Context: an optimization exercise on an open-source flow, tuned for small area. The choices shown serve that exercise and are no tape-out recipe.
Function was checked by simulation only, so behaviour that the tests miss may differ from the original.
Power is estimated from default activity; no workload was simulated.

// ETH_TOP
module ETH_TOP#(
		parameter FPGA_MAC         = 48'h00D0_0800_0002,
		parameter FPGA_IP          = 32'hC0A8_006E,
	    parameter FPGA_DP          = 16'd8080,
	    parameter FPGA_SP          = 16'd8080,
	    parameter C_AXI_ID_WIDTH       = 4,         
	    parameter C_AXI_ADDR_WIDTH     = 32,        
	    parameter C_AXI_DATA_WIDTH     = 64,        
	    parameter C_AXI_NBURST_SUPPORT = 1'b0,      
	    parameter C_AXI_BURST_TYPE     = 2'b00,     
	    parameter WATCH_DOG_WIDTH      = 12,   		 
	    parameter FLAG_MOTOR           =   32'hE1EC_0C0D,
	    parameter FLAG_AD              =   32'hAD86_86DA,
	    parameter FLAG_ETHLOOP         =   32'hEEBA_EEBA,
	    parameter C_ADDR_SUMOFFSET     =   32'h0000_1000,
	    parameter C_ADDR_MOTOR2ETH     =   32'h0000_0000,
	    parameter C_ADDR_AD2ETH        =   32'h1000_0000,
	    parameter C_ADDR_ETHLOOP       =   32'h2000_0000,
	    parameter C_ADDR_ETH2MOTOR     =   32'hE000_0000,
	    parameter C_ADDR_ETH2AD        =   32'hF000_0000           
    )
	(
	    input   sys_clk,
	    input   sys_rst,   
	   	input                               maxi_wready,  
	   	output [C_AXI_ID_WIDTH-1:0]         maxi_wid,     
	   	output [C_AXI_ADDR_WIDTH-1:0]       maxi_waddr,   
	   	output [7:0]                        maxi_wlen,    
	   	output [2:0]                        maxi_wsize,   
	   	output [1:0]                        maxi_wburst,  
	   	output [1:0]                        maxi_wlock,   
	   	output [3:0]                        maxi_wcache,  
	   	output [2:0]                        maxi_wprot,   
	   	output                              maxi_wvalid,  
	   	output [3:0]						maxi_wqos,
	   	input                               maxi_wd_wready,   
	   	output [C_AXI_DATA_WIDTH-1:0]       maxi_wd_wdata,     
  ...
Size in the first run: roughly 590 I/O pins, ~39,000 µm² of cells after synthesis.
export LEC_CHECK = 0
export ABC_CLOCK_PERIOD_IN_PS = 1000000
export CAP_MARGIN = 20
export CORE_MARGIN = 2
export CORE_UTILIZATION = 65
export CTS_BUF_LIST = sky130_fd_sc_hd__clkbuf_4
export PLACE_DENSITY = 0.75
export SLEW_MARGIN = 20
create_clock -name core_clock -period 8.0 [get_ports {sys_clk}]
standard.sh (not shown) runs the stock make flow with config.mk's settings and CLKGATE_MAP_FILE= SYNTH_SCRIPT=/design/flow/synth_recipe.tcl, a recipe that flattens the netlist after the stock synthesis.
==> flow/flow/run.sh <==
#!/bin/bash
# Standard synthesis, then the combinational logic re-mapped for area (registers untouched),
# then the standard layout, with: tie cells shared by up to 24 constant loads, a clock tree
# of small buffers without dummy loads.
set -euo pipefail
W=$(pwd)
R=$W/orfs/results/sky130hd/ETH_TOP/base
YOSYS=$FLOW_HOME/../tools/install/yosys/bin/yosys
KNOBS=("SKIP_REPAIR_TIE_FANOUT=1"
       "CTS_ARGS=-sink_clustering_enable -repair_clock_nets -buf_list sky130_fd_sc_hd__clkbuf_4 -dont_use_dummy_load -sink_clustering_size 8 -sink_clustering_max_diameter 40")
bash standard.sh synth > $W/standard_synth.log 2>&1
cp $R/1_2_yosys.v $W/std_1_2_yosys.v
RS_LIB=$FLOW_HOME/platforms/sky130hd/lib/sky130_fd_sc_hd__tt_025C_1v80.lib \
RS_DONTUSE=$W/flow/dontuse.txt RS_IN=$W/std_1_2_yosys.v RS_OUT=$W/rs_1_2_yosys.v \
RS_SCRIPT=$W/flow/rs.abc $YOSYS -c $W/flow/resynth.tcl > $W/resynth.log 2>&1
cp $W/rs_1_2_yosys.v $R/1_2_yosys.v
rm -f $R/1_synth.odb $R/1_synth.sdc
bash standard.sh "${KNOBS[@]}" floorplan > $W/standard_floorplan.log 2>&1
cp $R/2_floorplan.odb $W/2_floorplan_single_ties.odb
TIE_IN=$W/2_floorplan_single_ties.odb TIE_OUT=$R/2_floorplan.odb TIE_GROUP=24 \
  openroad -no_init -exit $W/flow/ties.tcl > $W/ties.log 2>&1
touch $R/2_floorplan.odb
bash standard.sh "${KNOBS[@]}" finish > $W/standard_layout.log 2>&1
==> flow/flow/resynth.tcl <==
# Re-map the combinational logic of the standard synthesis netlist with ABC.
# The flip-flops (and tie cells) are kept as they are: same instances, names and cell types.
yosys -import
set lib $::env(RS_LIB)
set dont [string trim [read [open $::env(RS_DONTUSE)]]]
read_liberty -ignore_miss_func $lib
read_verilog $::env(RS_IN)
hierarchy -top ETH_TOP
setattr -mod -set keep_hierarchy 1 sky130_fd_sc_hd__*df* sky130_fd_sc_hd__*dl* sky130_fd_sc_hd__conb_1
setattr -set keep 1 t:sky130_fd_sc_hd__*df* t:sky130_fd_sc_hd__*dl*
flatten
hierarchy -top ETH_TOP
blackbox sky130_fd_sc_hd__*df* sky130_fd_sc_hd__*dl* sky130_fd_sc_hd__conb_1
select -clear
tee -o $::env(RS_OUT).pre.stat stat -liberty $lib
eval abc -script $::env(RS_SCRIPT) -liberty $lib {*}$dont
opt_clean -purge
insbuf -buf sky130_fd_sc_hd__buf_4 A X
opt_clean -purge
tee -o $::env(RS_OUT).stat stat -liberty $lib
write_verilog -noattr -nohex -nodec $::env(RS_OUT)
==> flow/flow/rs.abc <==
strash
dc2
&get -n
&dch -f
&nf -R 1000
&put
strash
dch -f
amap
strash
dch -f
amap
==> flow/flow/ties.tcl <==
# Split each tie cell's loads into groups of at most TIE_GROUP, one conb_1 per group.
read_db $::env(TIE_IN)
set G $::env(TIE_GROUP)
set db [ord::get_db]
set block [ord::get_db_block]
set master [$db findMaster sky130_fd_sc_hd__conb_1]
set ties {}
foreach inst [$block getInsts] {
  if {[[$inst getMaster] getName] == "sky130_fd_sc_hd__conb_1"} { lappend ties $inst }
}
set k 0
foreach tie $ties {
  foreach port {LO HI} {
    set it [$tie findITerm $port]
    set net [$it getNet]
    if {$net == "NULL" || $net == ""} { continue }
    set loads {}
    foreach b [$net getBTerms] { lappend loads $b }
    foreach i [$net getITerms] { if {$i != $it} { lappend loads $i } }
    set n [llength $loads]
    puts "tie [$tie getName] $port: $n loads"
    # the first group stays on the existing tie
    for {set s $G} {$s < $n} {incr s $G} {
      incr k
      set ni [odb::dbInst_create $block $master "tie_split_$k"]
      set nn [odb::dbNet_create $block "tie_split_net_$k"]
      [$ni findITerm $port] connect $nn
      foreach l [lrange $loads $s [expr {$s + $G - 1}]] {
        $l disconnect
        $l connect $nn
      }
    }
  }
}
global_connect
puts "ties now: [expr {[llength $ties] + $k}]"
write_db $::env(TIE_OUT)
Other scripts of this flow, unchanged in this note and not shown: flow/flow/dontuse.txt
Next try:
==> flow/flow/run.sh (replaced) <==
#!/bin/bash
# Standard synthesis, then the combinational logic re-mapped for area (registers untouched),
# then the standard layout from floorplan to finish.
set -euo pipefail
W=$(pwd)
R=$W/orfs/results/sky130hd/ETH_TOP/base
YOSYS=$FLOW_HOME/../tools/install/yosys/bin/yosys
bash standard.sh synth > $W/standard_synth.log 2>&1
cp $R/1_2_yosys.v $W/std_1_2_yosys.v
RS_LIB=$FLOW_HOME/platforms/sky130hd/lib/sky130_fd_sc_hd__tt_025C_1v80.lib \
RS_DONTUSE=$W/flow/dontuse.txt RS_IN=$W/std_1_2_yosys.v RS_OUT=$W/rs_1_2_yosys.v \
RS_SCRIPT=$W/flow/rs.abc $YOSYS -c $W/flow/resynth.tcl > $W/resynth.log 2>&1
cp $W/rs_1_2_yosys.v $R/1_2_yosys.v
rm -f $R/1_synth.odb $R/1_synth.sdc
# clock tree: small clock buffers and no dummy loads; ports get the smallest buffer cell
bash standard.sh "CTS_ARGS=-sink_clustering_enable -repair_clock_nets -buf_list sky130_fd_sc_hd__clkbuf_4 -dont_use_dummy_load" "BUFFER_PORTS_ARGS=-buffer_cell sky130_fd_sc_hd__buf_1" finish > $W/standard_layout.log 2>&1
--- a/flow/flow/resynth.tcl
+++ b/flow/flow/resynth.tcl
@@ -16 +16 @@
-eval abc -script $::env(RS_SCRIPT) -liberty $lib {*}$dont
+eval abc -script $::env(RS_SCRIPT) -liberty $lib {*}$dont -D 5000
==> flow/flow/rs.abc (replaced) <==
strash
dc2
&get -n
&deepsyn -T 60
&put
strash
&get -n
&dch -f
&nf {D} -R 1000
&put
removed: flow/flow/ties.tcl
=> Now the flow finished with setup timing left. Via count is lower by a few percent. Worst setup slack degrades by 0.99 ns. Cell count is lower by a few percent. Total power is higher by roughly a tenth. Wire length is lower slightly. Synthesized area is lower by a few percent. Synthesized cell count is lower by about a fifth. Final area is lower slightly.
Next try:
--- a/flow/flow/resynth.tcl
+++ b/flow/flow/resynth.tcl
@@ -16 +16 @@
-eval abc -script $::env(RS_SCRIPT) -liberty $lib {*}$dont -D 5000
+eval abc -script $::env(RS_SCRIPT) -liberty $lib {*}$dont
==> flow/flow/rs.abc (replaced) <==
strash
dc2
&get -n
&dch -f
&nf -R 1000
&put
strash
dch -f
amap
strash
dch -f
amap
=>
- This time the run finished with timing, DRC and antenna clean
- utilization fell by 2.4 points
- count of clock-buffer cells in the layout fell by 2
- synthesized cell count rose by 18%
- total power fell by 2.5%
- die area rose by 3.6%
- clock skew fell by 0.022 ns
- area after synthesis rose by 3.6%
- cell area rose by 0.81%
- combinational power fell by 11%
- cell count rose by 11%
- global-route usage fell by 0.13 points
Next try:
--- a/flow/flow/run.sh
+++ b/flow/flow/run.sh
@@ -3 +3,2 @@
-# then the standard layout from floorplan to finish.
+# then the standard layout, with: tie cells shared by up to 24 constant loads, a clock tree
+# of small buffers without dummy loads, and the smallest buffer cell on the ports.
@@ -7,0 +9,3 @@
+KNOBS=("SKIP_REPAIR_TIE_FANOUT=1"
+       "CTS_ARGS=-sink_clustering_enable -repair_clock_nets -buf_list sky130_fd_sc_hd__clkbuf_4 -dont_use_dummy_load -sink_clustering_size 8 -sink_clustering_max_diameter 40"
+       "BUFFER_PORTS_ARGS=-buffer_cell sky130_fd_sc_hd__buf_1")
@@ -15,2 +19,6 @@
-# clock tree: small clock buffers and no dummy loads; ports get the smallest buffer cell
-bash standard.sh "CTS_ARGS=-sink_clustering_enable -repair_clock_nets -buf_list sky130_fd_sc_hd__clkbuf_4 -dont_use_dummy_load" "BUFFER_PORTS_ARGS=-buffer_cell sky130_fd_sc_hd__buf_1" finish > $W/standard_layout.log 2>&1
+bash standard.sh "${KNOBS[@]}" floorplan > $W/standard_floorplan.log 2>&1
+cp $R/2_floorplan.odb $W/2_floorplan_single_ties.odb
+TIE_IN=$W/2_floorplan_single_ties.odb TIE_OUT=$R/2_floorplan.odb TIE_GROUP=24 \
+  openroad -no_init -exit $W/flow/ties.tcl > $W/ties.log 2>&1
+touch $R/2_floorplan.odb
+bash standard.sh "${KNOBS[@]}" finish > $W/standard_layout.log 2>&1
==> flow/flow/ties.tcl (new file) <==
# Split each tie cell's loads into groups of at most TIE_GROUP, one conb_1 per group.
read_db $::env(TIE_IN)
set G $::env(TIE_GROUP)
set db [ord::get_db]
set block [ord::get_db_block]
set master [$db findMaster sky130_fd_sc_hd__conb_1]
set ties {}
foreach inst [$block getInsts] {
  if {[[$inst getMaster] getName] == "sky130_fd_sc_hd__conb_1"} { lappend ties $inst }
}
set k 0
foreach tie $ties {
  foreach port {LO HI} {
    set it [$tie findITerm $port]
    set net [$it getNet]
    if {$net == "NULL" || $net == ""} { continue }
    set loads {}
    foreach b [$net getBTerms] { lappend loads $b }
    foreach i [$net getITerms] { if {$i != $it} { lappend loads $i } }
    set n [llength $loads]
    puts "tie [$tie getName] $port: $n loads"
    # the first group stays on the existing tie
    for {set s $G} {$s < $n} {incr s $G} {
      incr k
      set ni [odb::dbInst_create $block $master "tie_split_$k"]
      set nn [odb::dbNet_create $block "tie_split_net_$k"]
      [$ni findITerm $port] connect $nn
      foreach l [lrange $loads $s [expr {$s + $G - 1}]] {
        $l disconnect
        $l connect $nn
      }
    }
  }
}
global_connect
puts "ties now: [expr {[llength $ties] + $k}]"
write_db $::env(TIE_OUT)
What happened: Flip-flop and latch count is unchanged. Clock skew increases by 0.0074 ns. Synthesized cell count stays the same. Via count decreases by 2.4%. First-iteration DRC count decreases by 7.4%. Non-clock buffer count increases by 8. Final cell count decreases by 4.2%. Global-route usage decreases by 0.28 points.

[static timing again, ports no longer ideal]
The results above use ideal ports. As a check the final layouts listed here were re-extracted and re-timed, cells and wires unchanged. Step 1 assumes that a clkbuf_16 drives the clock port and a buf_2 every other input. Step 2 times the ports against the registers' clock, not the clock port: input delays grow and output delays shrink by t, the midpoint of the rising clock arrivals with the driver on. Three values: no drivers, after step 1, after step 2; two values: the first two.
| run | shift t [ns] | setup slack, ns | worst hold slack (ns) | pins driven straight from the clock port |
|---|---|---|---|---|
| the first run | 0.974 | 0.647 / 0.647 / 0.046 | 0.459 / 0.459 / 0.459 | 1 |
| the second run | 1.073 | -0.341 / -0.341 / -0.870 | 0.422 / 0.422 / 0.422 | 1 |
| the third run | 1.120 | 0.806 / 0.806 / 0.370 | 0.455 / 0.455 / 0.455 | 1 |
| the fourth run | 1.058 | 0.689 / 0.689 / 0.343 | 0.468 / 0.468 / 0.468 | 1 |
The setup slack of the first run, which loses most, moves by 0.000 ns with the drivers and by -0.601 ns with both steps.
